From an optimization exercise on the open Yosys and OpenROAD flow, aimed at small area and a short achievable clock period; shortcuts taken in it are not production practice.
No run shown here included a check of the RTL's function; only the layout flow was run.

==> flow/design.v (outline; a module is shown in full before it is edited, if it fits) <==
// module nn: 950 lines
// module wS_fa: 4 lines
// module wS_ha: 4 lines
// module vS_fa: 4 lines
// module vS_ha: 4 lines
module nn #(parameter SIZE = 32) (
    input [SIZE-1:0] input_1,
    input [SIZE-1:0] input_2,
    input clk,
    input resetn,
    input enable,
    output [SIZE-1:0] final_output,
    output reg total_ovf,
    output reg total_zero,
    output [2:0] ovf_fsm_stage,
    output [2:0] zero_fsm_stage
);
  // ...
==> flow/flow/run.sh <==
#!/bin/bash
# Standard ORFS layout (the standard.sh), with two changes to how it is made:
#  - port buffers are sky130_fd_sc_hd__buf_2 instead of the resizer's default pick
#    (a slow delay buffer), so the input and output paths are not padded;
#  - timing repair aims at a setup margin below the clock period, so paths are
#    repaired toward the period the design can reach rather than only to 21 ns.
# Synthesis is the standard one, unchanged. Each tool's log stays under orfs/logs.
set -euo pipefail
bash standard.sh synth > make_synth.log 2>&1
export BUFFER_PORTS_ARGS="-buffer_cell sky130_fd_sc_hd__buf_2"
export SETUP_SLACK_MARGIN=15.5
bash standard.sh > make_layout.log 2>&1
==> flow/standard.sh <==
#!/bin/bash
# synth_recipe.tcl (not shown) runs the flow's synth.tcl, then flattens the netlist and writes it again
# the make line also repeats each setting of config.mk as NAME=value (left out here)
make -C /OpenROAD-flow-scripts/flow DESIGN_CONFIG=/design/flow/config.mk WORK_HOME=/design/flow/orfs CLKGATE_MAP_FILE= SYNTH_SCRIPT=/design/flow/synth_recipe.tcl "${@:-finish}"
==> flow/config.mk <==
export PLATFORM = sky130hd
export DESIGN_NAME = nn
export DESIGN_NICKNAME = nn
export VERILOG_FILES = /design/flow/design.v
export SDC_FILE = /design/flow/constraint.sdc
export NUM_CORES = 4
export LEC_CHECK = 0
export CAP_MARGIN = 20
export CORE_MARGIN = 2
export CORE_UTILIZATION = 40
export SLEW_MARGIN = 20
export SYNTH_HIERARCHICAL = 1
==> flow/constraint.sdc <==
create_clock -name core_clock -period 21.0 [get_ports {clk}]
set_input_delay 4.2000 -clock core_clock [delete_from_list [all_inputs] [get_ports {clk}]]
set_output_delay 4.2000 -clock core_clock [all_outputs]
set_load 0.01 [all_outputs]
==> impl_metrics.toml, run 1 <==
[layout]
layout_common_cells = "139 x inv_1, 132 x fa_1, 99 x ha_1, 99 x buf_2, 62 x edfxtp_1"
nonClkBufAreaFrac = 0.0694
final-clk-cell-share = 0.0311
largest_reg_flops = 31
multi_input_area_um2 = 6740
final_common_cell = "inv_1"
multi_input_area_share = 0.565
final_area_um2 = 11900
buffers = 139
largest_class = "multi-input gates"
drive_gt1_frac = 0.205

[min_path]
hp-start = "total_zero"
whs_path_depth = 1

[synth]
synth_flop_cell = "edfxtp_1"
yosysUniqueCellTypes = 79
syn_inst = 891
synth_edf_count = 62
syn_area_per_cell_um2 = 11.4

[route]
num_vias = 7278
drc = 0
dr_wl_met3_mm = 1.15
drtIter0Drc = 405

[critical_path]
r2r-end = "total_ovf"
start_kind = "flop"
crit_cells = 21

[status]
status = "no timing/DRC/antenna violations"

[clocking]
clk_latency_ns = 0.36
clkSinkCount = 109
post_cts_resized = 26
cts_buffers = 9

[placement]
io_buffers = 103
place_ws_ns = 14.76
placed_area_um2 = 11100

[timing]
clock_skew_ns = 0.00874
timing.slew.headroom = 0.416

[floorplan]
die_h_um = 163
ios = 107
core_area_um2 = 25000

[global_routing]
busiest_layer = "met2"
grtUsageMet2 = 0.354
grt_pass1_wl_mm = 41.6
==> inputs of run 2 (changes only) <==
--- a/flow/config.mk
+++ b/flow/config.mk
@@ -9,4 +9,3 @@
 export CORE_MARGIN = 2
 export CORE_UTILIZATION = 40
 export SLEW_MARGIN = 20
-export SYNTH_HIERARCHICAL = 1
==> run 2 against run 1 <==
Compared with the run above: design area up 1.9%; still clean; synthesized cell count up 13%; clock skew up 0.0065 ns; critical path type unchanged; area after synthesis up 3.4%; sequential share of layout area down 0.48 points; clock-buffer cell count up 2; register-to-register slack worse by 0.40 ns.
==> impl_metrics.toml, run 2 <==
[timing]
rsz0062_at_grt = "true"
clock_skew_ns = 0.0152
period_needed_ns = 6.18
worstMarginPinSlew_ns = 0.879
finalSetupTns_ns = 0
hold_viol = 0
fmax_ghz = 0.162
setup_viol = 0
slew_viol_final = 0
timing.slew.headroom = 0.414
fin_crit_sh = 0.294

[global_routing]
grt_usage = 0.187
grt_overflow = 0
grt_pass1_wl_mm = 41.0
antenna_found_initial = 0
grt_pass1_vias = 7853
grt_max_degree = 62

[route]
routedWlPerCell_um = 16.7
drtIter0Drc = 374
ant_nets = 0
post_drt_via_cell_ratio = 5.11
drc = 0
drt-total-wl_mm = 24.8
firstDrtPassIters = 7
num_vias = 7597

[layout]
final_area_um2 = 12100
largest_reg_flops = 31
nNetsFinal = 1459
n_fill_cell = 2453
num_antenna_cells = 0
layout_common_cells = "247 x inv_1, 137 x fa_1, 102 x buf_2"
synthToLayoutAreaGrowth_pct = 16.0
regMostFlops = "Y"
largest_registers = "Y x31, X x30, fo_hi x29"
final_common_cell = "inv_1"
drive_gt1_frac = 0.174

[run]
max_cap_viol_count = 0

[synth]
syn_nets = 1315
synth_edf_count = 62
yosysSeqAreaShare = 0.290
synth_top_area_share = 0.264
ys_seq_elements = 109
synth-warning-count = 1
synth_async_sr_flop_share = 0.422
synth_area_leader_cell = "fa_1"
ys_top_cells_by_area = "fa_1 26%, edfxtp_1 18%, ha_1 13%, dfrtp_1 11%, inv_1 8.9%"
syn_area_per_cell_um2 = 10.4
synth.most_common_cell = "inv_1"
syn_inst = 1003
yosysUniqueCellTypes = 70
syn-cell-area_um2 = 10500
synth_flop_cell = "edfxtp_1"
synthTopCellsByCount = "249 x inv_1, 138 x fa_1, 107 x ha_1"

[critical_path]
crit_fanout = 5
arrival_ns = 6.43
cp.required_ns = 21.25
start_kind = "flop"
rrSetupSlack_ns = 14.82
crit_type = "flop to flop"
endpoint_kind = "flop"

[min_path]
hold_path_class = "flop to flop"

[clocking]
htreeDepth = 3
cts_tree = "yes"
clk_path_buf_depth = 2
cts_root_buf = "clkbuf_16"
clk_latency_ns = 0.36
clkSinkCount = 109
clk_pin_slew_ns = 0.08
ctsHoldBuffers = 0
cts_buffers = 9

[placement]
dp_hpwl_mm = 19.7
placed_area_um2 = 11400
place_congestion = 0.919
io_buffers = 103

[floorplan]
chipWidth_um = 166
die_area_um2 = 27500
start_util = 0.404
core_area_um2 = 25900
rows = 59
die_h_um = 166
ios = 107

[status]
status = "no timing/DRC/antenna violations"
[run 2: worst paths after layout]
path                         from         to  cells past startpoint
setup / recovery            Y[11]  total_ovf                     26
hold / removal              qzero      qzero                      1
setup reg to reg            Y[11]  total_ovf                     26
hold reg to reg             qzero      qzero                      1
max in group asynchronous  resetn  fo_hi[11]                      1
min in group asynchronous  resetn      st[2]                      1
[run 2: layout make-up]
type                    count  area (um2)  share of cell area
repair buffers            144         846              0.0696
multi-input cells         633        6640               0.547
well taps                 335         419              0.0345
clock inverters             5        35.0             0.00288
clock buffers              11         233              0.0192
inverters                 250         938              0.0773
flip-flops and latches    109        3040               0.250
[run 2: layer usage]
metal | routed length [um] | up-vias | global-route usage | share of wire
li1 | - | 3640 | - | -
met1 | 12500 | 3684 | 0.288 | 0.51
met2 | 10600 | 240 | 0.273 | 0.43
met3 | 1030 | 33 | 0.0200 | 0.042
met4 | 644 | 0 | 0.0658 | 0.026
met5 | 0 | - | 0 | 0
[run 2: cell families (layout without fill, tap and decap cells)]
logic type	Yosys count	after routing	share of synthesized area
multiplexers	3	3	0.00335
buffers and inverters	261	410	0.0955
AND/OR/NAND/NOR	185	185	0.0872
flip-flops	109	109	0.290
XOR/XNOR	18	18	0.0151
adder cells (fa/ha/maj)	245	245	0.392
AO/OA/AOI/OAI	182	182	0.117
[run 2: critical path, cell delays in order, from the launching register on]
cell and delay, ns:
edfxtp_1 0.51, fa_1 0.58, inv_1 0.05, fa_1 0.48, inv_1 0.05, fa_1 0.52, ha_4 0.22, a211oi_4 0.28
nand3_2 0.12, o21ai_4 0.17, o211ai_1 0.14, a31o_2 0.25, a41o_1 0.27, nand4_1 0.09, nand4b_1 0.12, fa_2 0.37
xnor2_2 0.18, xnor2_2 0.15, inv_2 0.07, ha_4 0.27, nor2_4 0.05, nand4_1 0.09, o21ai_1 0.07, a31oi_1 0.22
o22ai_2 0.16, a211oi_4 0.29, mux2_4 0.32
[run 2: stage by stage]
| step | instances | util | worst slack, ns | hold slack (ns) |
|---|---|---|---|---|
| after floorplan | 1003 | - | 15.10 | 0.466 |
| after global placement | 1432 | 0.440 | 14.38 | 0.474 |
| after detailed placement | 1432 | 0.440 | 14.35 | 0.474 |
| after CTS | 1481 | 0.464 | 14.75 | 0.489 |
| after global routing | 1487 | 0.469 | 14.48 | 0.490 |
| final | 1487 | 0.469 | 14.82 | 0.491 |
[run 2: timing repair]
| action | CTS | global route |
|---|---|---|
| endpoints found under the setup margin | 10 | 5 |
| gates resized for setup | 14 | 13 |
| pin swaps | 10 | 4 |
| buffers inserted | 33 | 6 |

[separate check: timing with driven ports]
Ports are ideal in the flow. The routed layouts listed here were re-timed in OpenROAD. Step 1, drivers: a clkbuf_16 drives clk and a buf_2 each remaining input, both assumed. Step 2 also shifts input and output timing later by t, the mid clock arrival at the registers, as if the neighbouring blocks saw the same clock. a / b / c = ideal / step 1 / step 2; a / b = the first two.
run	t (ns)	setup WS [ns]	clock arrival spread, ns	worst data-port slew with drivers (ns)
run 1	0.405	15.224 / 15.224 / 15.165	0.008 / 0.008	0.04
run 2	0.399	14.825 / 14.825 / 14.825	0.015 / 0.015	0.03
After both steps every run listed still meets setup and hold. For run 1, which loses most, drivers alone change the setup slack by 0.000 ns; drivers and shift together by -0.059 ns.
